This design comes from an exercise in tuning for small area and a short achievable clock period on the open sky130 flow, not from production work. At most, simulation tests tie the RTL to the original design; equivalence was not proved. Power is estimated from default activity; no workload was simulated.

Setup of run 1:
==> flow/design.v (excerpt) <==
module NEURON(Clock, SignA, SignB, SignC, SignD, ExponentA, ExponentB, ExponentC, ExponentD, MantissaA, MantissaB, MantissaC, MantissaD, SignOut, ExponentOut, MantissaOut, SignOut1, ExponentOut1, MantissaOut1, SignOut2, ExponentOut2, MantissaOut2);
Size: about 630 cells after synthesis, ~85 I/O pins.
Settings: LEC_CHECK=0, CAP_MARGIN=10, CORE_MARGIN=2, CORE_UTILIZATION=60, CTS_BUF_LIST=sky130_fd_sc_hd__clkbuf_8, SLEW_MARGIN=10, SYNTH_HIERARCHICAL=1, TNS_END_PERCENT=5; clock period 11.0 ns.
standard.sh (not shown) runs the stock make flow with config.mk's settings and CLKGATE_MAP_FILE= SYNTH_SCRIPT=/design/flow/synth_recipe.tcl, a recipe that flattens the netlist after the stock synthesis.
==> flow/flow/run.sh <==
#!/bin/bash
# The standard layout, with plain buf_1 cells as port buffers and timing
# repair aiming below the clock period (paths with less than SETUP_SLACK_MARGIN
# ns of slack are repaired).
set -euo pipefail
export BUFFER_PORTS_ARGS="-buffer_cell sky130_fd_sc_hd__buf_1"
export SETUP_SLACK_MARGIN=7.3
bash standard.sh > standard_flow.log 2>&1
Having completed the whole flow, run 1 delivered a layout that passed the timing, DRC and antenna checks.
What run 2 does differently from run 1 at the input level:
- SLEW_MARGIN now 20, was 10
- CORE_UTILIZATION now 55, was 60
- CAP_MARGIN now 20, was 10
diff --git a/flow/flow/run.sh b/flow/flow/run.sh
--- a/flow/flow/run.sh
+++ b/flow/flow/run.sh
@@ -7 +7 @@
-export SETUP_SLACK_MARGIN=7.3
+export SETUP_SLACK_MARGIN=7.2
==> comparison <==
- Of run 1 and run 2, the higher routed length on met1 belongs to run 1.
- Run 2 ends up with a routed via count that is about 2% lower than in run 1.
- Compared with run 1, run 2 is the more power-hungry design.
- Run 2 against run 1: number of non-clock buffers in the layout went up 2; worst hold slack held.
- Run 2 gives less starting utilization of the core area than run 1 did.
- Diff run 1 and run 2: sequential cell fraction of total power lower in run 2
- The run with more setup slack is run 1; run 2 has less.
- Re clock period minus final worst setup slack: run 1 was lower than run 2.
[inputs] run 3 vs run 2
diff --git a/flow/flow/run.sh b/flow/flow/run.sh
--- a/flow/flow/run.sh
+++ b/flow/flow/run.sh
@@ -7 +7 @@
-export SETUP_SLACK_MARGIN=7.2
+export SETUP_SLACK_MARGIN=7.3
Notes after the runs:
Re stage delay of the slowest cell on the critical path: run 3 is 0.03 ns up on run 2.
Run 3 and run 2 ended up with roughly the same total power.
On worst setup margin, run 3 does worse than run 2.
Overall track demand over capacity in global routing: run 2 vs run 3 — no meaningful difference
Run 3 vs run 2, timing startpoint of the critical path: q_m[4] vs q_eq31
Critical path depth, run 3 and run 2, higher one = run 2.
From run 2 to run 3 the numbers moved as follows: global-route wire length before repair shows an increase of 0.58%; sequential portion of the cell area shows no meaningful change; proportion of cell area spent on the clock network shows no meaningful change.
Any difference in filler cell count between run 2 and run 3 is small enough to ignore.
Combinational fraction of design power delta (run 2 -> run 3): insignificant
Edits applied to the flow inputs when going from run 3 to run 4:
- SYNTH_HIERARCHICAL: 1 -> unset
[summary]
- Against run 3, run 4 reports a total power that is higher.
- Detailed route, run 4 vs run 3: via total higher for run 4
- Run 3 has higher fraction of the mapped netlist area in adder cells than run 4.
- Of run 3 and run 4, the lower proportion of power drawn by combinational gates belongs to run 3.
- All of run 3 and run 4 finish clean.
- Run 4 ended up with q_m[5] as its launch point of the critical path; run 3 ended up with q_m[4].
- Compared with run 3, run 4 shows a met1 layer usage reported by global route that is 1.1 points higher.
- Run 4 vs run 3 on length in cells of the worst reg-to-reg path: run 4 is the lower one.

========
Another version of the RTL of NEURON (not shown whole).
For scale: roughly 710 cells after synthesis, about 91 flip-flops, about 6700 µm² of cells after synthesis.
export LEC_CHECK = 0
export CAP_MARGIN = 20
export CORE_MARGIN = 2
export CORE_UTILIZATION = 55
export CTS_BUF_LIST = sky130_fd_sc_hd__clkbuf_8
export SLEW_MARGIN = 20
create_clock -name core_clock -period 11.0 [get_ports {Clock}]
==> flow/flow/run.sh <==
#!/bin/bash
# The standard layout, with plain buf_1 cells as port buffers and timing
# repair aiming below the clock period (paths with less than SETUP_SLACK_MARGIN
# ns of slack are repaired).
set -euo pipefail
export BUFFER_PORTS_ARGS="-buffer_cell sky130_fd_sc_hd__buf_1"
export SETUP_SLACK_MARGIN=7.5
bash standard.sh > standard_flow.log 2>&1
The starting point ran to the end with no violations.
Change:
--- a/flow/flow/run.sh
+++ b/flow/flow/run.sh
@@ -7 +7 @@
-export SETUP_SLACK_MARGIN=7.5
+export SETUP_SLACK_MARGIN=7.25
Critical path depth drops by 1; worst setup slack gains 12 ps; wire length drops by 4.9%; sequential share of layout area climbs by 1.0 points; combinational power drops by about 10%; non-clock buffer count drops by 33.
No run of this note included a check of the RTL's function; only the layout flow was run.

========
oak:
Another version of the RTL of NEURON (not shown whole).
For scale: about 110 flip-flops, ~85 I/O pins, roughly 7500 sq um of cells after synthesis.
Settings: LEC_CHECK=0, CAP_MARGIN=20, CORE_MARGIN=2, CORE_UTILIZATION=40, SLEW_MARGIN=20; clock period 11.0 ns.
run.sh (not shown) runs the stock make flow with config.mk's settings and CLKGATE_MAP_FILE= SYNTH_SCRIPT=/design/flow/synth_recipe.tcl, a recipe that flattens the netlist after the stock synthesis.
Stock flow here: none of the scripts above is used.
The final layout from oak, which completed every stage, passed the timing, DRC and antenna checks at the end of the flow.
Modified inputs, pine compared to oak
==> flow/flow/run.sh (new file) <==
#!/bin/bash
set -euo pipefail
export SETUP_SLACK_MARGIN=7.5
bash standard.sh > standard_flow.log 2>&1
==> flow/standard.sh (new file) <==
#!/bin/bash
# synth_recipe.tcl (not shown) runs the flow's synth.tcl, then flattens the netlist and writes it again
# the make line also repeats each setting of config.mk as NAME=value (left out here)
make -C /OpenROAD-flow-scripts/flow DESIGN_CONFIG=/design/flow/config.mk WORK_HOME=/design/flow/orfs CLKGATE_MAP_FILE= SYNTH_SCRIPT=/design/flow/synth_recipe.tcl "${@:-finish}"
removed: flow/run.sh
[summary]
- In pine the clock tree buffer count of the final layout turned out 1 higher than in oak.
- The wire length of the first global-routing pass of pine was inferior to that of oak.
- Compared with oak, in pine share of power burned in combinational logic went up 6.5 points; post-layout worst setup margin saw an increase; final area shows an increase of about 8%.
- Taking pine over oak, the count of plain and timing-repair buffers in the layout ratio works out to 1.3.
- Compared with oak, pine shows a sequential share of layout area that is 1.7 points lower.
No run of this note included a check of the RTL's function; only the layout flow was run.

re-timing with driven ports:
No port has a modelled driver above. Below, the same layouts with a new extraction and two added sets of constraints.
Step 1: set_driving_cell puts a clkbuf_16 on Clock and a buf_2 on each other input, an assumption about the parent block.
Step 2 adds t to the input delays and takes it off the output delays; t is the mean of the earliest and latest rising clock arrival at the registers after step 1. Input paths then give back, and output paths get back, about the clock's delay inside the block.
Slacks: ideal ports / drivers / drivers and shift; pairs: ideal ports / drivers.
run	t, ns	setup WS [ns]	hold WS [ns]	worst slew at a driven data input, ns
run 1	0.398	7.194 / 7.159 / 6.923	0.446 / 0.446 / 0.446	0.03
run 2	0.399	7.181 / 7.145 / 6.923	0.448 / 0.448 / 0.448	0.03
run 3	0.401	7.171 / 7.135 / 6.924	0.447 / 0.447 / 0.447	0.03
run 4	0.389	7.239 / 7.205 / 7.028	0.449 / 0.449 / 0.449	0.03
the first run of note 2	0.401	7.214 / 7.179 / 7.005	0.440 / 0.440 / 0.440	0.03
the second run of note 2	0.410	7.226 / 7.191 / 7.023	0.433 / 0.433 / 0.433	0.04
oak	0.391	6.253 / 6.253 / 6.253	0.446 / 0.446 / 0.446	0.03
pine	0.396	6.788 / 6.788 / 6.788	0.463 / 0.463 / 0.463	0.03
After both steps every run listed still meets setup and hold. For run 1, which loses most, drivers alone change the setup slack by -0.035 ns; drivers and shift together by -0.271 ns.
